Context: an optimization exercise on an open-source flow, tuned for small area. The choices shown serve that exercise and are no tape-out recipe. Only simulation tests tie the RTL to the original design; equivalence was not proved.

== run A ==
==> flow/design.v <==
`timescale 1ns / 1ps
`timescale 1ns / 1ps
module Uart8Receiver (
    input  wire       clk,
    input  wire       rst,
    input  wire       tick,
    input  wire       in,
    output reg  [7:0] data,
    output reg        done,
    output reg        busy,
    output reg        err
);
    localparam [1:0] IDLE = 2'd0;
    localparam [1:0] DATA_BITS = 2'd1;
    localparam [1:0] STOP_BIT = 2'd2;
    reg [1:0] state;
    reg [2:0] inputSw;
    reg [6:0] cnt;    
    wire sampledBit = (inputSw[2] & inputSw[1]) |
                      (inputSw[1] & inputSw[0]) |
                      (inputSw[2] & inputSw[0]);
    always @(posedge clk) begin
        if (rst) begin
            state <= IDLE;
            inputSw <= 3'b111;
            done <= 1'b0;
            busy <= 1'b0;
            err <= 1'b0;
        end else if (tick) begin
            inputSw <= {inputSw[1:0], in};
            done <= 1'b0;
            case (state)
                IDLE: begin
                    if (!sampledBit) begin
                        if (cnt[2:0] == 3'd7) begin
                            state <= DATA_BITS;
                            busy <= 1'b1;
                            cnt <= 7'd0;
                        end else begin
                            cnt <= cnt + 7'd1;
                        end
                    end else begin
                        cnt <= 7'd0;
                    end
                end
                DATA_BITS: begin
                    if (cnt[3:0] == 4'hF)
                        data <= {sampledBit, data[7:1]};
                    if (cnt == 7'h7F)
                        state <= STOP_BIT;
                    cnt <= cnt + 7'd1;
                end
                default: begin  
                    if (cnt[3:0] == 4'hF) begin
                        state <= IDLE;
                        if (sampledBit) begin
                            done <= 1'b1;
                            busy <= 1'b0;
                        end else begin
                            err <= 1'b1;
                        end
                    end
                    cnt <= cnt + 7'd1;
                end
            endcase
        end
    end
endmodule
`timescale 1ns / 1ps
`timescale 1ns / 1ps
module Uart8_Matrix10 (
    input wire clk,
    input wire rst,
    input wire rx,
    input wire rxEn,
    output wire [7:0] out,
    output wire rxDone,
    output wire rxBusy,
    output wire rxErr,
    output wire tx,
    input wire txEn,
    output wire txDone,
    output wire txBusy,
    output reg [7:0] led
);
    localparam [2:0] RX_A = 3'd0, RX_B = 3'd1, WAIT = 3'd2, SUM = 3'd3, TX = 3'd4;
    reg [6:0] bc;
    always @(posedge clk) begin
        if (rst) bc <= 7'd0;
        else bc <= bc + 7'd1;
    end
    wire rxTick = (bc[2:0] == 3'd3);
    wire bitEnd = (bc == 7'd127);
    wire [7:0] rxData;
    Uart8Receiver rxInst (
        .clk(clk),
        .rst(rst),
        .tick(rxTick),
        .in(rx),
        .data(rxData),
        .done(rxDone),
        .busy(rxBusy),
        .err(rxErr)
    );
    wire rxRise = rxDone & (bc[2:0] == 3'd4);
    assign out = rxRise ? rxData : led;
    always @(posedge clk) begin
        if (rst) led <= 8'd0;
        else if (rxRise) led <= rxData;
    end
    reg [3:0] m, k;
    reg [2:0] ph;
    wire revEnd = (m == 4'd9) & (k == 4'd9);
    always @(posedge clk) begin
        if (rst) begin
            m <= 4'd0;
            k <= 4'd0;
            ph <= 3'd0;
        end else begin
        if (k == 4'd9) begin
            k <= 4'd0;
            m <= (m == 4'd9) ? 4'd0 : m + 4'd1;
        end else begin
            k <= k + 4'd1;
        end
        if (revEnd) ph <= ph + 3'd1;
        end
    end
    reg [2:0] st;
    reg pend;             
    reg [3:0] hi, lo;     
    reg [3:0] tbit;       
    reg [7:0] acc;
    wire wrA = (st == RX_A) & pend & (m == hi) & (k == lo);
    wire wrB = (st == RX_B) & pend & (m == lo) & (k == hi) & (ph == 3'd7);
    reg [799:0] ringA;
    reg [799:0] ringB;
    always @(posedge clk) begin
        ringA <= {wrA ? led : ringA[7:0], ringA[799:8]};
        ringB <= {wrB ? led : {ringB[6:0], ringB[7]}, ringB[799:8]};
    end
    wire [3:0] dd = lo - hi;
    wire wrap = lo < hi;
    wire [3:0] d = wrap ? dd + 4'd10 : dd;
    reg bbit;
    always @(*) begin
        case (d)
            4'd0: bbit = ringB[7];
            4'd1: bbit = ringB[87];
            4'd2: bbit = ringB[167];
            4'd3: bbit = ringB[247];
            4'd4: bbit = ringB[327];
            4'd5: bbit = ringB[407];
            4'd6: bbit = ringB[487];
            4'd7: bbit = ringB[567];
            4'd8: bbit = ringB[647];
            default: bbit = ringB[727];
        endcase
    end
    wire [2:0] pp = ph + {2'd0, wrap};    
    wire [7:0] term = ringA[7:0] & {8{bbit}};
    wire [7:0] base = (k != 4'd0) ? acc : (pp == 3'd0) ? 8'd0 : {acc[6:0], 1'b0};
    wire lastElem = (hi == 4'd9) & (lo == 4'd9);
    always @(posedge clk) begin
        if (rst) begin
            st <= RX_A;
            pend <= 1'b0;
            hi <= 4'd0;
            lo <= 4'd0;
        end else begin
            if (rxRise) pend <= 1'b1;
            case (st)
                RX_A, RX_B: begin
                    if (wrA | wrB) begin
                        pend <= 1'b0;
                        if (lo == 4'd9) begin
                            lo <= 4'd0;
                            hi <= (hi == 4'd9) ? 4'd0 : hi + 4'd1;
                        end else begin
                            lo <= lo + 4'd1;
                        end
                        if (lastElem) st <= st + 3'd1;
                    end
                end
                WAIT: begin
                    if (revEnd & (pp == 3'd7)) st <= SUM;
                end
                SUM: begin
                    if (m == hi) acc <= base + term;
                    if (revEnd & (pp == 3'd7)) begin
                        st <= TX;
                        tbit <= 4'd15;
                    end
                end
                default: begin  
                    if (bitEnd) begin
                        tbit <= tbit + 4'd1;
                        if (tbit != 4'd0 && tbit != 4'd15) acc <= {1'b0, acc[7:1]};
                        if (tbit == 4'd9) begin
                            if (lo == 4'd9) begin
                                lo <= 4'd0;
                                hi <= (hi == 4'd9) ? 4'd0 : hi + 4'd1;
                            end else begin
                                lo <= lo + 4'd1;
                            end
                            st <= lastElem ? RX_A : WAIT;
                        end
                    end
                end
            endcase
        end
    end
    assign txBusy = (st == TX) & (tbit != 4'd9);
    assign txDone = (st == TX) & (tbit == 4'd9);
    assign tx = (st != TX) | (tbit == 4'd9) | (tbit == 4'd15) | ((tbit != 4'd0) & acc[0]);
endmodule
clock: 12.0 ns
lec_check: 0
abc_area: 1
cap_margin: 20
core_margin: 2
core_utilization: 65
place_density: 0.75
slew_margin: 20
standard.sh (not shown) runs the stock make flow with config.mk's settings and CLKGATE_MAP_FILE= SYNTH_SCRIPT=/design/flow/synth_recipe.tcl, a recipe that flattens the netlist after the stock synthesis.
==> flow/flow/run.sh <==
#!/bin/bash
# Standard layout with a leaner clock tree: fewer, larger sink clusters
# and no dummy loads.
set -euo pipefail
export CTS_ARGS="-sink_clustering_enable -repair_clock_nets -dont_use_dummy_load -buf_list sky130_fd_sc_hd__clkbuf_8 -sink_clustering_size 22 -sink_clustering_max_diameter 60 -sink_buffer_max_cap_derate 1.0"
bash standard.sh > standard.log 2>&1
The following lists how run B was set up differently from run A:
Settings: removing ABC_AREA (formerly 1).
==> flow/flow/run.sh <==
#!/bin/bash
# Standard layout, with a clock tree of clkbuf_8 buffers driving clusters of
# up to 16 registers and no dummy loads (the default tree uses clkbuf_16 on
# clusters of about five registers and pads it with dummy loads).
set -euo pipefail
export CTS_ARGS="-sink_clustering_enable -repair_clock_nets -dont_use_dummy_load -buf_list sky130_fd_sc_hd__clkbuf_8 -sink_clustering_size 16 -sink_clustering_max_diameter 80 -sink_buffer_max_cap_derate 1.0"
bash standard.sh > standard.log 2>&1
[summary]
- Run B does worse than run A on worst hold slack.
- Worst setup path endpoint = out[4]: run A; worst setup path endpoint = acc[7]: run B
- Run A → run B: initial antenna violation count lost 2, synthesized cell count lost 152, number of fillers in the final layout lost 169.
## Diff of input files: run C against run B
Settings: changing CORE_UTILIZATION from 65 to 45; changing PLACE_DENSITY from 0.75 to 0.6.
==> flow/run.sh (new file) <==
#!/bin/bash
# synth_recipe.tcl (not shown) runs the flow's synth.tcl, then flattens the netlist and writes it again
# the make line also repeats each setting of config.mk as NAME=value (left out here)
make -C /OpenROAD-flow-scripts/flow DESIGN_CONFIG=/design/flow/config.mk WORK_HOME=/design/flow/orfs CLKGATE_MAP_FILE= SYNTH_SCRIPT=/design/flow/synth_recipe.tcl finish
removed: flow/flow/run.sh
removed: flow/standard.sh
--- outcome ---
Final critical delay including setup and external delays ends up lower on run B.
Compared to run B, run C has worst setup timing slack at the placement stage 64 ps lower.
Via count, run C and run B: lower on run B
STATUS routed wire length: run C loses against run B
The inputs of run D differ from those of run C as listed below.
==> flow/flow/run.sh (new file) <==
#!/bin/bash
# Standard layout, with a clock tree of clkbuf_8 buffers driving clusters of
# up to 16 registers and no dummy loads (the default tree uses clkbuf_16 on
# clusters of about five registers and pads it with dummy loads).
set -euo pipefail
export CTS_ARGS="-sink_clustering_enable -repair_clock_nets -dont_use_dummy_load -buf_list sky130_fd_sc_hd__clkbuf_8 -sink_clustering_size 16 -sink_clustering_max_diameter 80 -sink_buffer_max_cap_derate 1.0"
bash standard.sh > standard.log 2>&1
==> flow/standard.sh (new file) <==
#!/bin/bash
# synth_recipe.tcl (not shown) runs the flow's synth.tcl, then flattens the netlist and writes it again
# the make line also repeats each setting of config.mk as NAME=value (left out here)
make -C /OpenROAD-flow-scripts/flow DESIGN_CONFIG=/design/flow/config.mk WORK_HOME=/design/flow/orfs CLKGATE_MAP_FILE= SYNTH_SCRIPT=/design/flow/synth_recipe.tcl "${@:-finish}"
removed: flow/run.sh
Results
Run C → run D: number of logic inverters in the finished layout did not really move, total of hold buffers inserted after clock tree synthesis neither gained nor lost much, post-route minimum period moved down.
Cells: run D has fewer instances than run C

## separate check: timing with driven ports
No port has a modelled driver above. Below, the same layouts with a new extraction and two added sets of constraints.
Step 1 sets driving cells, clkbuf_16 on the clock port and buf_2 on the other inputs (assumed; they add their load-dependent delay and slew).
Step 2 adds t to the input delays and takes it off the output delays; t is the mean of the earliest and latest rising clock arrival at the registers after step 1. Input paths then give back, and output paths get back, about the clock's delay inside the block.
a / b / c = ideal / step 1 / step 2; a / b = the first two.
| run | shift t [ns] | setup slack, ns | slew at the worst register clock pin (ns) | worst slew at a driven data input, ns | pins driven straight from the clock port |
|---|---|---|---|---|---|
| run A | 0.718 | 6.629 / 6.572 / 7.290 | 0.13 / 0.13 | 0.05 | 1 |
| run B | 0.728 | 6.645 / 6.645 / 6.645 | 0.10 / 0.10 | 0.04 | 1 |
| run C | 0.754 | 6.589 / 6.589 / 6.589 | 0.07 / 0.07 | 0.05 | 1 |
| run D | 0.744 | 6.600 / 6.600 / 6.600 | 0.10 / 0.10 | 0.05 | 1 |
After both steps every run listed still meets setup and hold.
